From an optimization exercise on the open Yosys and OpenROAD flow, aimed at small area; shortcuts taken in it are not production practice. RTL that was checked went through simulation tests only; none was proved equivalent to the original. No functional check of the RTL was part of run 2. Power figures rest on the tool's default switching activity, not on a simulated workload.

**design/flow/design.v**
```verilog
module dual_port_ram #(
	parameter ADDR_WIDTH = 3,
	parameter DATA_WIDTH = 8
)(
	input  logic 		      clk,
	input  logic 		      rsta,
	input  logic 		      ena,
	input  logic 		      wea,
	input  logic [ADDR_WIDTH-1:0] addra,
	input  logic [DATA_WIDTH-1:0] dina,
	output logic [DATA_WIDTH-1:0] douta,
	input  logic 		      rstb,
	input  logic 		      enb,
	input  logic 		      web,
	input  logic [ADDR_WIDTH-1:0] addrb,
	input  logic [DATA_WIDTH-1:0] dinb,
	output logic [DATA_WIDTH-1:0] doutb
);
	logic [DATA_WIDTH-1:0] mem [(2**ADDR_WIDTH)-1:0];
	integer i;
	always_ff @(posedge clk) begin
		if(rsta || rstb) begin
			for(i = 0; i < (2**ADDR_WIDTH); i++) begin
				mem[i] <= '0;
			end
		end
		else begin
			if(ena && wea) begin
				mem[addra] <= dina;
			end
			if(enb && web) begin
				mem[addrb] <= dinb;
			end
		end
	end
	always_ff @(posedge clk) begin
		if(rsta) begin
			douta <= '0;
		end
		else begin
			if(ena && !wea) begin
				douta <= mem[addra];
			end
			else
				douta <= douta;
		end
	end
	always_ff @(posedge clk) begin
		if(rstb) begin
			doutb <= '0;
		end
		else begin
			if(enb && !web) begin
				doutb <= mem[addrb];
			end
			else
				doutb <= doutb;
		end
	end
endmodule
module ram_top(
	input  logic 	   clk,
	input  logic 	   rsta,
	input  logic 	   ena,
	input  logic       wea,
	input  logic [4:0] addra,
	input  logic [7:0] dina,
	output logic [7:0] douta,
	input  logic 	   rstb,
	input  logic 	   enb,
	input  logic 	   web,
	input  logic [4:0] addrb,
	input  logic [7:0] dinb,
	output logic [7:0] doutb
);
	logic [1:0] bank_a;
	logic [2:0] row_a;
	logic [1:0] bank_b;
	logic [2:0] row_b;
	assign bank_a = addra[4:3];	 
	assign row_a  = addra[2:0];	 
	assign bank_b = addrb[4:3];
	assign row_b  = addrb[2:0];
	logic [7:0] douta_bank[3:0];
	logic [7:0] doutb_bank[3:0];
	logic [1:0] rd_bank_a;
	logic [1:0] rd_bank_b;
	genvar i;
	generate
	for( i = 0; i < 4; i++) begin : banks
		dual_port_ram #(
			.ADDR_WIDTH(3),		 
			.DATA_WIDTH(8)		 
		)u_bank (
			.clk(clk),
			.rsta(rsta),
			.ena(ena && (bank_a == i)),
			.wea(wea),
			.addra(row_a),
			.dina(dina),
			.douta(douta_bank[i]),
			.rstb(rstb),
			.enb(enb && bank_b == i),
			.web(web),
			.addrb(row_b),
			.dinb(dinb),
			.doutb(doutb_bank[i])
		);
	end
	endgenerate
	always_ff @(posedge clk) begin
		if(rsta)
			rd_bank_a <= 2'd0;
		else if(ena && !wea)
			rd_bank_a <= bank_a;
	end
	always_ff @(posedge clk) begin
		if(rstb)
			rd_bank_b <= 2'd0;
		else if(enb && !web)
			rd_bank_b <= bank_b;
	end
	assign douta = douta_bank[rd_bank_a];
	assign doutb = doutb_bank[rd_bank_b];
endmodule
```
**design/flow/run.sh**
```bash
#!/bin/bash
# synth_recipe.tcl (not shown) runs the flow's synth.tcl, then flattens the netlist and writes it again
# the make line also repeats each setting of config.mk as NAME=value (left out here)
make -C /OpenROAD-flow-scripts/flow DESIGN_CONFIG=/design/flow/config.mk WORK_HOME=/design/flow/orfs CLKGATE_MAP_FILE= SYNTH_SCRIPT=/design/flow/synth_recipe.tcl finish
```
**design/flow/config.mk**
```make
export PLATFORM = sky130hd
export DESIGN_NAME = ram_top
export DESIGN_NICKNAME = ram_top
export VERILOG_FILES = /design/flow/design.v
export SDC_FILE = /design/flow/constraint.sdc
export NUM_CORES = 4
export LEC_CHECK = 0
export CAP_MARGIN = 20
export CORE_MARGIN = 2
export CORE_UTILIZATION = 40
export SLEW_MARGIN = 20
```
**design/flow/constraint.sdc**
```tcl
create_clock -name core_clock -period 5.0 [get_ports {clk}]
set_input_delay 1.0000 -clock core_clock [delete_from_list [all_inputs] [get_ports {clk}]]
set_output_delay 1.0000 -clock core_clock [all_outputs]
set_load 0.01 [all_outputs]
```
==> run_results.csv, run 1 <==
group,metric,value,unit
route,vias,17110,
clock_tree,clk_pin_slew,0.06,ns
power,p_per_area,324.6,mW/mm^2
grt,grt_max_degree,65,
clock_tree,postCtsSetupBuffers,0,
timing,slew_headroom,0.1342,
floorplan,dieArea,0.04983,sq mm
timing,fin_tns_setup,0,ns
route,routed_wl,92.14,mm
critical_path,path_max_fanout,15,
timing,hold_viol,0,
clock_tree,cts_root_buffer,"clkbuf_16",
yosys,synth_ff_type,"edfxtp_1",
clock_tree,cts_tree,"done",
grt,grt_pass1_wl,125.6,mm
route,wl_per_cell,37.41,microns
yosys,ys_top_cells_by_area,"edfxtp_1 (40%), nand2_1 (7.2%), dfxtp_1 (7.1%)",
yosys,yosysTopAreaCellShare,0.3999,
route,drt_iter0_markers,3519,
route,drc,0,
power,ir_drop,0.0002232,V
status,status,"no timing/DRC/antenna violations",
power,pwr-share-comb,0.119,
final_layout,fin_area,0.02119,sq mm
critical_path,cp_data_required_time,5.32,ns
final_layout,layout.nets,1849,
route,routed_via_density,6.947,
yosys,ys_seq_area_frac,0.4707,
power,p_leak,7.182,nW
floorplan,io_pins,49,
clock_tree,cts_sinks,324,
final_layout,nFillCells,4467,
clock_tree,ctsHoldBuffers,0,
yosys,syn_avg_cell_area,10.29,sq um
floorplan,die_h,223.2,microns
timing,grt_setup_unrepaired,"no",
timing,finalCritPeriodShare,0.7290,
floorplan,num_rows,80,
floorplan,coreArea,0.04755,sq mm
power,sw_frac_of_total,0.2864,
job,maxCapViolations,0,
yosys,synth_edf_count,256,
final_layout,area_growth,10.20,%
clock_tree,h-tree-depth,2,
placed_design,port_buffers,48,
grt,track_usage,0.3661,
yosys,syn_area,0.01922,sq mm
timing,skew,0.02572,ns
route,first_pass_iters,10,
critical_path,cp-end-kind,"flop",
placed_design,postPlaceCellArea,0.01992,sq mm
power,p_sw,0.001970,W
timing,tightest_slew,1.296,ns
floorplan,die_x,223.2,microns
timing,report.final.slew_viol_count,0,
route,ant_nets,0,
worst_hold_path,hp-class,"flop to flop",
power,p_clk_frac,0.415,
clock_tree,clk_path_buf_depth,3,
yosys,postSynthCellCount,1868,
placed_design,hpwl,67.28,mm
placed_design,place_congestion,1.025,
critical_path,arrival,3.97,ns
timing,finalSetupViolations,0,
power,cell_internal_pwr,0.004907,W
grt,grt_pass1_vias,15210,
clock_tree,clk_latency,0.58,ns
yosys,synth-seq-cells,324,
grt,grt-ovfl-total,0,
yosys,async_flop_share,0,
clock_tree,cts.repair.resized,0,
yosys,synthDistinctLibCells,73,
timing,fmax,274.4,MHz
final_layout,layout_commonest_cell,"nand2_1",
yosys,synth_warnings,4,
power,p_seq_frac,0.467,
clock_tree,numCtsBuffers,39,
grt,grt_antenna_before_repair,4,
final_layout,drive_gt1_frac,0.1326,
critical_path,critPathKind,"primary input to flop",
critical_path,start_kind,"primary input",
yosys,yosysTopAreaCell,"edfxtp_1",
floorplan,start_util,0.4043,
final_layout,final_cell_mix,"nand2_1 (368), edfxtp_1 (256), o31ai_1 (164)",
yosys,syn_nets,1901,
timing,period_needed,3.645,ns
## power groups by stage
stage / Combinational, W / Clock (W) / Sequential (W)
after floorplan: 0.000464 / 0 / 0.00313
after CTS: 0.000772 / 0.00285 / 0.00319
after global routing: 0.000823 / 0.00296 / 0.00321
final: 0.000816 / 0.00285 / 0.00321
after detailed placement: 0.000769 / 0 / 0.00325
after global placement: 0.000770 / 0 / 0.00325
## stage by stage
step	hold slack [ns]	cells	setup slack (ns)	total power, W	utilization
6_report	0.4618	2463	1.355	0.006876	0.4456
5_1_grt	0.4782	2462	1.289	0.006990	0.4455
4_1_cts	0.4586	2462	1.375	0.006811	0.4454
3_5_place_dp	0.4507	2390	0.7767	0.004016	0.4190
3_3_place_gp	0.4518	2390	0.8235	0.004017	0.4189
2_1_floorplan	0.4333	1868	2.239	0.003596	-
## flip-flops by register name, indices dropped and copies added (netlist names)
signal              flops
banks.u_bank.doutb     32
banks.u_bank.douta     32
rd_bank_a               2
banks.u_bank.mem      256
rd_bank_b               2
## logic make-up after synthesis
family                 count (synthesis)  share of synthesized area
buffers and inverters                205                    0.05382
DFF                                  324                     0.4707
muxes                                170                     0.1086
and+or+nand+nor                      603                     0.1559
AOI/OAI and AO/OA                    566                     0.2111
## synth_stat cells (all sizes together), types with 12 or more instances
cell type	n
edfxtp	256
a221o	25
nand3b	14
clkbuf	88
a311oi	22
a21oi	59
dfxtp	68
o2bb2ai	18
o31ai	164
a22o	12
mux2i	96
nor3	49
a211oi	26
mux4	26
nand2	368
a22oi	19
a221oi	41
nor2	86
nand3	16
nor2b	12
mux2	48
a32o	19
o21ai	119
nand2b	23
buf	110
## layer usage
metal,global-route usage,vias to the layer above,share of wire
met2,0.5079,1538,0.40
met1,0.5116,8296,0.39
met3,0.1272,204,0.15
met4,0.1661,4,0.053
li1,-,7069,-
met5,0,-,0.00027
## area by class of cell
cell class | instances | area [sq um] | share of cell area
clock buffers | 48 | 1071 | 0.05056
inverters | 7 | 26.28 | 0.001240
multi-input cells | 1339 | 9183 | 0.4334
diodes | 1 | 2.502 | 0.0001181
clock inverters | 24 | 183.9 | 0.008682
repair buffers | 105 | 900.9 | 0.04252
flip-flops and latches | 324 | 9049 | 0.4271
well taps | 615 | 769.5 | 0.03632
## worst paths after layout
kind / slack (ns) / endpoint / depth (start not counted) / start
setup / recovery: 1.36 / banks[1].u_bank.mem[1][7] / 6 / rstb
hold / removal: 0.46 / banks[0].u_bank.doutb[2] / 2 / banks[0].u_bank.doutb[2]
setup reg to reg: 2.94 / banks[3].u_bank.douta[1] / 4 / banks[3].u_bank.mem[5][1]
hold reg to reg: 0.46 / banks[0].u_bank.doutb[2] / 2 / banks[0].u_bank.doutb[2]
## worst max-delay path, cell delays in order
cell             delay (ns)
clkdlybuf4s50_1        0.54
nand4bb_4              0.70
buf_4                  0.41
nor3_1                 0.81
nand2b_1               0.35
o21ai_1                0.12
==> run 2, diff against run 1 <==
==> design/flow/design.v (replaced) <==
module dual_port_ram (
	input  logic       clk,
	input  logic       wb,
	input  logic       sa,
	input  logic       hold,
	input  logic [7:0] nda,
	input  logic [7:0] ndb,
	output logic [7:0] q
);
	always_ff @(posedge clk)
		q <= ~(({8{wb}} & ndb) | ({8{sa}} & nda) | ({8{hold}} & ~q));
endmodule
module ram_aoi3 (
	input  logic [2:0] s,
	input  logic [2:0] d,
	output logic       y
);
	assign y = ~|(s & d);
endmodule
module ram_read_bit (
	input  logic        clk,
	input  logic [31:0] sel,
	input  logic        hold,
	input  logic [31:0] d,
	output logic        q
);
	logic [32:0] s, dd;
	logic [10:0] y;
	assign s  = {hold, sel};
	assign dd = {q, d};
	genvar g;
	generate
	for (g = 0; g < 11; g++) begin : aoi
		ram_aoi3 u_aoi (.s(s[3*g+2:3*g]), .d(dd[3*g+2:3*g]), .y(y[g]));
	end
	endgenerate
	always_ff @(posedge clk)
		q <= ~&y;
endmodule
module ram_top(
	input  logic 	   clk,
	input  logic 	   rsta,
	input  logic 	   ena,
	input  logic       wea,
	input  logic [4:0] addra,
	input  logic [7:0] dina,
	output logic [7:0] douta,
	input  logic 	   rstb,
	input  logic 	   enb,
	input  logic 	   web,
	input  logic [4:0] addrb,
	input  logic [7:0] dinb,
	output logic [7:0] doutb
);
	logic        rst;
	logic [7:0]  nda, ndb;      
	logic [31:0] wb;            
	logic [31:0] xa;            
	logic [31:0] sa;            
	logic [31:0] hold;          
	logic [7:0]  mem [31:0];
	assign rst = rsta | rstb;
	assign nda = ~(dina & {8{~rst}});
	assign ndb = ~(dinb & {8{~rst}});
	always_comb begin
		for (int k = 0; k < 32; k++) begin
			wb[k]   = enb & web & (addrb == k[4:0]);
			xa[k]   = rst | (ena & wea & (addra == k[4:0]));
			sa[k]   = xa[k] & ~wb[k];
			hold[k] = ~xa[k] & ~wb[k];
		end
	end
	genvar k, j;
	generate
	for (k = 0; k < 32; k++) begin : words
		dual_port_ram u_word (
			.clk(clk), .wb(wb[k]), .sa(sa[k]), .hold(hold[k]),
			.nda(nda), .ndb(ndb), .q(mem[k])
		);
	end
	endgenerate
	logic [31:0] ra, rb;
	logic        ha, hb;
	logic [31:0] col [7:0];
	always_comb begin
		ha = ~rsta & ~(ena & ~wea);
		hb = ~rstb & ~(enb & ~web);
		for (int i = 0; i < 32; i++) begin
			ra[i] = ~rsta & ena & ~wea & (addra == i[4:0]);
			rb[i] = ~rstb & enb & ~web & (addrb == i[4:0]);
		end
		for (int b = 0; b < 8; b++)
			for (int i = 0; i < 32; i++)
				col[b][i] = mem[i][b];
	end
	generate
	for (j = 0; j < 8; j++) begin : bits
		ram_read_bit u_ra (.clk(clk), .sel(ra), .hold(ha), .d(col[j]), .q(douta[j]));
		ram_read_bit u_rb (.clk(clk), .sel(rb), .hold(hb), .d(col[j]), .q(doutb[j]));
	end
	endgenerate
endmodule
--- a/design/flow/config.mk
+++ b/design/flow/config.mk
@@ -8,4 +8,6 @@
 export CAP_MARGIN = 20
 export CORE_MARGIN = 2
 export CORE_UTILIZATION = 40
+export GPL_TIMING_DRIVEN = 0
 export SLEW_MARGIN = 20
+export SYNTH_HIERARCHICAL = 1
==> run_results.csv, run 2 <==
group,metric,value,unit
grt,track_usage,0.3085,
floorplan,start_util,0.4077,
yosys,syn_area,0.01333,sq mm
yosys,yosysTopAreaCell,"dfxtp_1",
grt,grt_max_degree,23,
placed_design,postPlaceCellArea,0.01478,sq mm
grt,grt_pass1_vias,12940,
clock_tree,h-tree-depth,1,
route,routed_wl,57.03,mm
floorplan,coreArea,0.03270,sq mm
route,wl_per_cell,29.11,microns
route,routed_via_density,7.214,
power,p_sw,0.001471,W
yosys,yosys-top-cells-count,"a222oi_1 (432), dfxtp_1 (272), inv_1 (258)",
critical_path,cp-end-kind,"flop",
final_layout,layout.nets,1526,
power,cell_internal_pwr,0.003937,W
final_layout,final_cell_mix,"a222oi_1 (432), dfxtp_1 (272), inv_1 (258)",
critical_path,cp_data_required_time,5.45,ns
yosys,yosysMostFrequentCell,"a222oi_1",
route,drt_iter0_markers,4263,
clock_tree,clk_pin_slew,0.06,ns
final_layout,layout_commonest_cell,"a222oi_1",
job,maxCapViolations,0,
route,drc,0,
floorplan,die_x,186.6,microns
route,ant_nets,0,
power,pwr-share-comb,0.114,
power,p_per_area,343.1,mW/mm^2
timing,finalSetupViolations,0,
clock_tree,numCtsBuffers,31,
timing,fin_tns_setup,0,ns
power,p_seq_frac,0.472,
route,first_pass_iters,13,
power,sw_frac_of_total,0.2721,
timing,holdWs,0.4759,ns
timing,grt_setup_unrepaired,"no",
yosys,ys_seq_area_frac,0.4084,
clock_tree,clk_latency,0.57,ns
yosys,async_flop_share,0,
yosys,yosysTopAreaCellShare,0.4084,
clock_tree,cts_sinks,272,
timing,skew,0.008843,ns
grt,gr-usage-met2,0.4752,
final_layout,final_util,0.4820,
placed_design,hpwl,40.48,mm
final_layout,top_register,"words.u_word.q",
clock_tree,cts_root_buffer,"clkbuf_16",
clock_tree,clk_path_buf_depth,3,
final_layout,drive_gt1_frac,0.1359,
power,ir_drop,0.0002512,V
floorplan,dieArea,0.03480,sq mm
final_layout,largest_reg_flops,256,
grt,grt_use_met1,0.4114,
yosys,synthDistinctLibCells,27,
timing,hold_viol,0,
clock_tree,postCtsSetupBuffers,0,
final_layout,area_growth,18.23,%
grt,met3_usage,0.05736,
yosys,syn_nets,1429,
final_layout,fin_area,0.01576,sq mm
critical_path,path_max_fanout,10,
clock_tree,ctsHoldBuffers,0,
floorplan,num_rows,66,
critical_path,critPathKind,"primary input to flop",
power,p_clk_frac,0.415,
route,vias,14130,
timing,finalCritPeriodShare,0.7761,
grt,grt_pass1_wl,82.59,mm
floorplan,die_h,186.6,microns
grt,grt_antenna_before_repair,2,
clock_tree,cts.repair.resized,0,
yosys,synth_warnings,12,
yosys,syn_avg_cell_area,9.550,sq um
yosys,synth-seq-cells,272,
clock_tree,cts_tree,"done",
grt,busiest_layer,"met2",
timing,tightest_slew,1.078,ns
placed_design,place_congestion,0.9993,
critical_path,start_kind,"primary input",
yosys,synth_ff_type,"dfxtp_1",
worst_hold_path,hp-class,"flop to flop",
status,status,"no timing/DRC/antenna violations",
yosys,synth_edf_count,0,
placed_design,port_buffers,48,
timing,slew_headroom,0.2815,
timing,period_needed,3.881,ns
yosys,ys_top_cells_by_area,"dfxtp_1 (41%), a222oi_1 (32%), inv_1 (7.3%)",
floorplan,io_pins,49,
timing,fmax,257.7,MHz
critical_path,arrival,4.33,ns
yosys,postSynthCellCount,1396,
timing,report.final.slew_viol_count,0,
final_layout,reg_top3,"words.u_word.q (256), bits.u_ra.q (8), bits.u_rb.q (8)",
grt,grt-ovfl-total,0,
power,p_leak,6.098,nW
## run 2: changes by cell type after synthesis, moves of 57 or more
cell	change
clkbuf_2	+64
mux2i_1	-96
a222oi_1	+431
nand2_1	-352
edfxtp_1	-256
o31ai_1	-164
clkbuf_1	-78
o21ai_0	-70
dfxtp_1	+204
a21oi_1	-57
inv_1	+253
## run 2: worst paths after layout
kind,startpoint,endpoint,slack (ns),depth (start not counted)
max,web,bits[0].u_rb.q,1.12,8
max reg2reg,words[21].u_word.q[0],bits[0].u_rb.q,3.01,3
min,words[4].u_word.q[4],words[4].u_word.q[4],0.48,2
min reg2reg,words[4].u_word.q[4],words[4].u_word.q[4],0.48,2
## run 2: kinds of logic (layout without fill, tap and decap cells)
kind of cell	count (synthesis)	in the layout	synth area share
AND/OR/NAND/NOR	281	281	0.1156
AO/OA/AOI/OAI	466	466	0.3435
other	0	1	0
buffers and inverters	377	497	0.1324
flip-flops	272	272	0.4084
## run 2: through the flow
step	power, W	std cells	setup WS (ns)
global route	0.005559	1958	1.099
detailed placement	0.003180	1902	0.8068
CTS	0.005392	1958	1.407
floorplan	0.002893	1396	2.329
finish	0.005408	1959	1.119
global placement	0.003132	1886	0.3504
## run 2: power groups by stage
stage | Combinational [W] | Clock (W) | Sequential, W
global route | 0.000662 | 0.00233 | 0.00256
floorplan | 0.000375 | 0 | 0.00252
CTS | 0.000599 | 0.00225 | 0.00254
finish | 0.000614 | 0.00224 | 0.00255
detailed placement | 0.000596 | 0 | 0.00258
global placement | 0.000552 | 0 | 0.00258
## run 2: final cells by class
class / count / area, sq um
diodes: 1 / 2.502
repair buffers: 64 / 853.3
inverters: 258 / 968.4
plain buffers: 119 / 797.0
clock buffers: 47 / 885.9
flip-flops and latches: 272 / 5445
fillers: 3127 / 16940
clock inverters: 9 / 95.09
well taps: 442 / 553.0
multi-input cells: 747 / 6161
## run 2: routing by layer
layer	wire length, microns	share of wire
met5	0	0
met4	3352	0.059
met3	7605	0.13
met2	24530	0.43
met1	21540	0.38
## run 2: critical path, stage by stage
cell and delay [ns]:
clkdlybuf4s50_1 0.55, inv_1 0.08, nand4b_1 0.30, clkbuf_1 0.52, nor2_1 0.27, a222oi_1 0.74
nand4_1 0.41, or3_1 0.45
## run 2: Yosys stat by module, one instance, submodules excluded
| module | copies in the design | flip-flops and latches | area, sq um | cells inside |
|---|---|---|---|---|
| ram_aoi3 | 176 | 0 | 10.01 | 1 |
| dual_port_ram | 32 | 8 | 291.5 | 27 |
| ram_top | 1 | 0 | 1540 | 276 |
| ram_read_bit | 16 | 1 | 43.79 | 5 |
==> run 3, diff against run 2 <==
--- a/design/flow/design.v
+++ b/design/flow/design.v
@@ -10,13 +10,6 @@
 	always_ff @(posedge clk)
 		q <= ~(({8{wb}} & ndb) | ({8{sa}} & nda) | ({8{hold}} & ~q));
 endmodule
-module ram_aoi3 (
-	input  logic [2:0] s,
-	input  logic [2:0] d,
-	output logic       y
-);
-	assign y = ~|(s & d);
-endmodule
 module ram_read_bit (
 	input  logic        clk,
 	input  logic [31:0] sel,
@@ -24,18 +17,8 @@
 	input  logic [31:0] d,
 	output logic        q
 );
-	logic [32:0] s, dd;
-	logic [10:0] y;
-	assign s  = {hold, sel};
-	assign dd = {q, d};
-	genvar g;
-	generate
-	for (g = 0; g < 11; g++) begin : aoi
-		ram_aoi3 u_aoi (.s(s[3*g+2:3*g]), .d(dd[3*g+2:3*g]), .y(y[g]));
-	end
-	endgenerate
 	always_ff @(posedge clk)
-		q <= ~&y;
+		q <= (|(sel & d)) | (hold & q);
 endmodule
 module ram_top(
 	input  logic 	   clk,
--- a/design/flow/config.mk
+++ b/design/flow/config.mk
@@ -8,6 +8,5 @@
 export CAP_MARGIN = 20
 export CORE_MARGIN = 2
 export CORE_UTILIZATION = 40
-export GPL_TIMING_DRIVEN = 0
 export SLEW_MARGIN = 20
 export SYNTH_HIERARCHICAL = 1
==> run_results.csv, run 3 <==
group,metric,value,unit
status,status,"no timing/DRC/antenna violations",
power,p_clk_frac,0.438,
timing,finalCritPeriodShare,0.7180,
grt,grt_antenna_before_repair,0,
floorplan,dieArea,0.03593,sq mm
job,maxCapViolations,0,
grt,grt_pass1_vias,13230,
yosys,yosysTopAreaCell,"dfxtp_1",
yosys,syn_nets,1541,
clock_tree,cts_tree,"done",
critical_path,arrival,3.97,ns
clock_tree,clk_latency,0.53,ns
route,routed_wl,62.61,mm
clock_tree,cts_root_buffer,"clkbuf_16",
clock_tree,numCtsBuffers,34,
critical_path,path_max_fanout,16,
yosys,ys_top_cells_by_area,"dfxtp_1 (40%), a222oi_1 (20%), a22oi_1 (12%)",
yosys,yosysTopAreaCellShare,0.3954,
power,cell_internal_pwr,0.004066,W
floorplan,start_util,0.4087,
yosys,ys_seq_area_frac,0.3954,
critical_path,slowest_stage,"or4b_1",
timing,tightest_slew,0.9837,ns
clock_tree,cts_sinks,272,
critical_path,reg2reg_slack,3.37,ns
clock_tree,clk_pin_slew,0.06,ns
critical_path,worstPathCellList,"clkdlybuf4s50_1 > or4b_1 > nor2_1 > a22oi_2 > nand4_1 > nor4_1 > nand2_1",
floorplan,coreArea,0.03370,sq mm
floorplan,io_pins,49,
power,pwr-share-comb,0.103,
critical_path,start_kind,"primary input",
clock_tree,ctsHoldBuffers,0,
route,highest_layer,"met5",
final_layout,drive_gt1_frac,0.09395,
timing,period_needed,3.590,ns
power,p_sw,0.001556,W
yosys,synth_edf_count,0,
critical_path,cp-end-kind,"flop",
route,met2_wirelength,26.53,mm
final_layout,layout.nets,1564,
grt,grt-ovfl-total,0,
grt,track_usage,0.3354,
grt,grt_max_degree,49,
critical_path,max_stage_delay,0.80,ns
floorplan,num_rows,67,
placed_design,port_buffers,48,
yosys,syn_avg_cell_area,9.133,sq um
route,wl_met3,8.407,mm
timing,grt_setup_unrepaired,"no",
yosys,synth_warnings,12,
power,sw_frac_of_total,0.2767,
critical_path,worstSetupStartpoint,"rsta",
route,drt_iter0_markers,4196,
final_layout,top_register,"words.u_word.q",
critical_path,cp_data_required_time,5.38,ns
route,routed_via_density,7.217,
critical_path,r2r-start,"words[20].u_word.q[0]",
final_layout,largest_reg_flops,256,
placed_design,place_congestion,1.005,
power,p_per_area,361.3,mW/mm^2
critical_path,critPathKind,"primary input to flop",
yosys,yosys-top-cells-count,"a222oi_1 (272), dfxtp_1 (272), inv_1 (258)",
yosys,synth-seq-cells,272,
final_layout,reg_top3,"words.u_word.q (256), bits.u_ra.q (8), bits.u_rb.q (8)",
yosys,syn_area,0.01377,sq mm
grt,grt_pass1_wl,89.51,mm
route,vias,14450,
route,drc,0,
timing,fmax,278.6,MHz
clock_tree,clk_path_buf_depth,3,
timing,fin_tns_setup,0,ns
clock_tree,h-tree-depth,2,
clock_tree,cts.repair.resized,0,
timing,report.final.slew_viol_count,0,
yosys,synth_ff_type,"dfxtp_1",
route,wl_met1,24.53,mm
power,p_leak,5.810,nW
timing,hold_viol,0,
floorplan,die_x,189.6,microns
power,total_power,0.005622,W
timing,skew,0.02333,ns
final_layout,antennaDiodeCount,0,
clock_tree,postCtsSetupBuffers,0,
worst_hold_path,hp-class,"flop to flop",
power,ir_drop,0.0002254,V
route,ant_nets,0,
yosys,postSynthCellCount,1508,
floorplan,die_h,189.6,microns
final_layout,final_cell_mix,"a222oi_1 (272), dfxtp_1 (272), inv_1 (258)",
yosys,async_flop_share,0,
final_layout,area_growth,12.98,%
power,p_seq_frac,0.459,
critical_path,cp.buffers_inverters,1,
placed_design,hpwl,40.55,mm
route,wl_per_cell,31.27,microns
timing,slew_headroom,0.3442,
timing,finalSetupViolations,0,
critical_path,worst_path_dominant_cell_family,"simple AND/OR/NAND/NOR gates",
yosys,synthDistinctLibCells,29,
worst_hold_path,hp-start,"words[19].u_word.q[4]",
route,first_pass_iters,14,
==> run 3: layout make-up <==
cell class | count | area, sq um
fillers | 3262 | 18140
multi-input cells | 859 | 6569
flip-flops and latches | 272 | 5445
clock buffers | 50 | 992.2
inverters | 258 | 968.4
repair buffers | 106 | 915.9
well taps | 448 | 560.5
clock inverters | 9 | 108.9
==> run 3: Yosys stat by module, one instance, submodules excluded <==
module,cell area [sq um],times used,flip-flops and latches
dual_port_ram,291.5,32,8
ram_read_bit,181.4,16,1
ram_top,1540,1,0
==> run 3: final timing paths <==
kind	endpoint	cells after the start
setup reg to reg	bits[0].u_ra.q	4
hold / removal	words[19].u_word.q[4]	2
setup / recovery	bits[0].u_ra.q	7
hold reg to reg	words[19].u_word.q[4]	2
==> run 3: worst register-to-register path, stage by stage (launching register included) <==
cell,delay (ns)
dfxtp_1,0.33
a22oi_1,0.29
nand4_1,0.30
nor4_1,0.49
nand2_1,0.10
==> run 3: per-layer routing <==
metal / global-route usage / vias up
met4: 0.1461 / 2
met1: 0.4543 / 6895
met3: 0.08449 / 224
met2: 0.5039 / 1245
met5: 0.01236 / -
li1: - / 6083
==> run 3: power groups by stage <==
stage          Combinational, W  Sequential, W  Clock, W
6_report               0.000578        0.00258   0.00246
5_1_grt                0.000617        0.00259   0.00257
4_1_cts                0.000559        0.00257   0.00247
3_5_place_dp           0.000556        0.00261         0
3_3_place_gp           0.000542        0.00262         0
2_1_floorplan          0.000377        0.00252         0
==> run 3: cell families after synthesis <==
kind of cell / Yosys count / share of synthesized area
simple gates: 313 / 0.1236
flops: 272 / 0.3954
buf+inv: 377 / 0.1282
compound gates: 546 / 0.3529
==> run 3: stage by stage <==
stage               hold slack (ns)  setup slack (ns)  cells  area, sq um  utilization
global route                 0.4900             1.387   2002        15560       0.4617
global placement             0.4565             1.027   1943        14460       0.4290
detailed placement           0.4626             1.041   1943        14460       0.4290
CTS                          0.4745             1.577   2002        15560       0.4617
floorplan                    0.4454             2.261   1508        13770            -
finish                       0.4792             1.410   2002        15560       0.4617

==> static timing again, ports no longer ideal <==
The results above use ideal ports. As a check the final layouts listed here were re-extracted and re-timed, cells and wires unchanged. Step 1 sets driving cells, clkbuf_16 on the clock port and buf_2 on the other inputs (assumed; they add their load-dependent delay and slew). Step 2, shift: input delay + t, output delay - t, t = (earliest + latest rising clock arrival at the registers) / 2. This alone moves slack from input paths to output paths. Three values: ideal, step 1, step 2; two values: the first two.
| run | shift t [ns] | setup slack, ns | slew at the worst register clock pin (ns) | cell pins on the clock port's net |
|---|---|---|---|---|
| run 1 | 0.621 | 1.355 / 1.392 / 0.771 | 0.07 / 0.07 | 1 |
| run 2 | 0.619 | 1.119 / 1.148 / 0.530 | 0.06 / 0.06 | 1 |
| run 3 | 0.573 | 1.410 / 1.432 / 0.860 | 0.06 / 0.06 | 1 |
After both steps setup and hold are still met in every run listed. For run 2, which loses most, drivers alone change the setup slack by +0.029 ns; drivers and shift together by -0.589 ns.
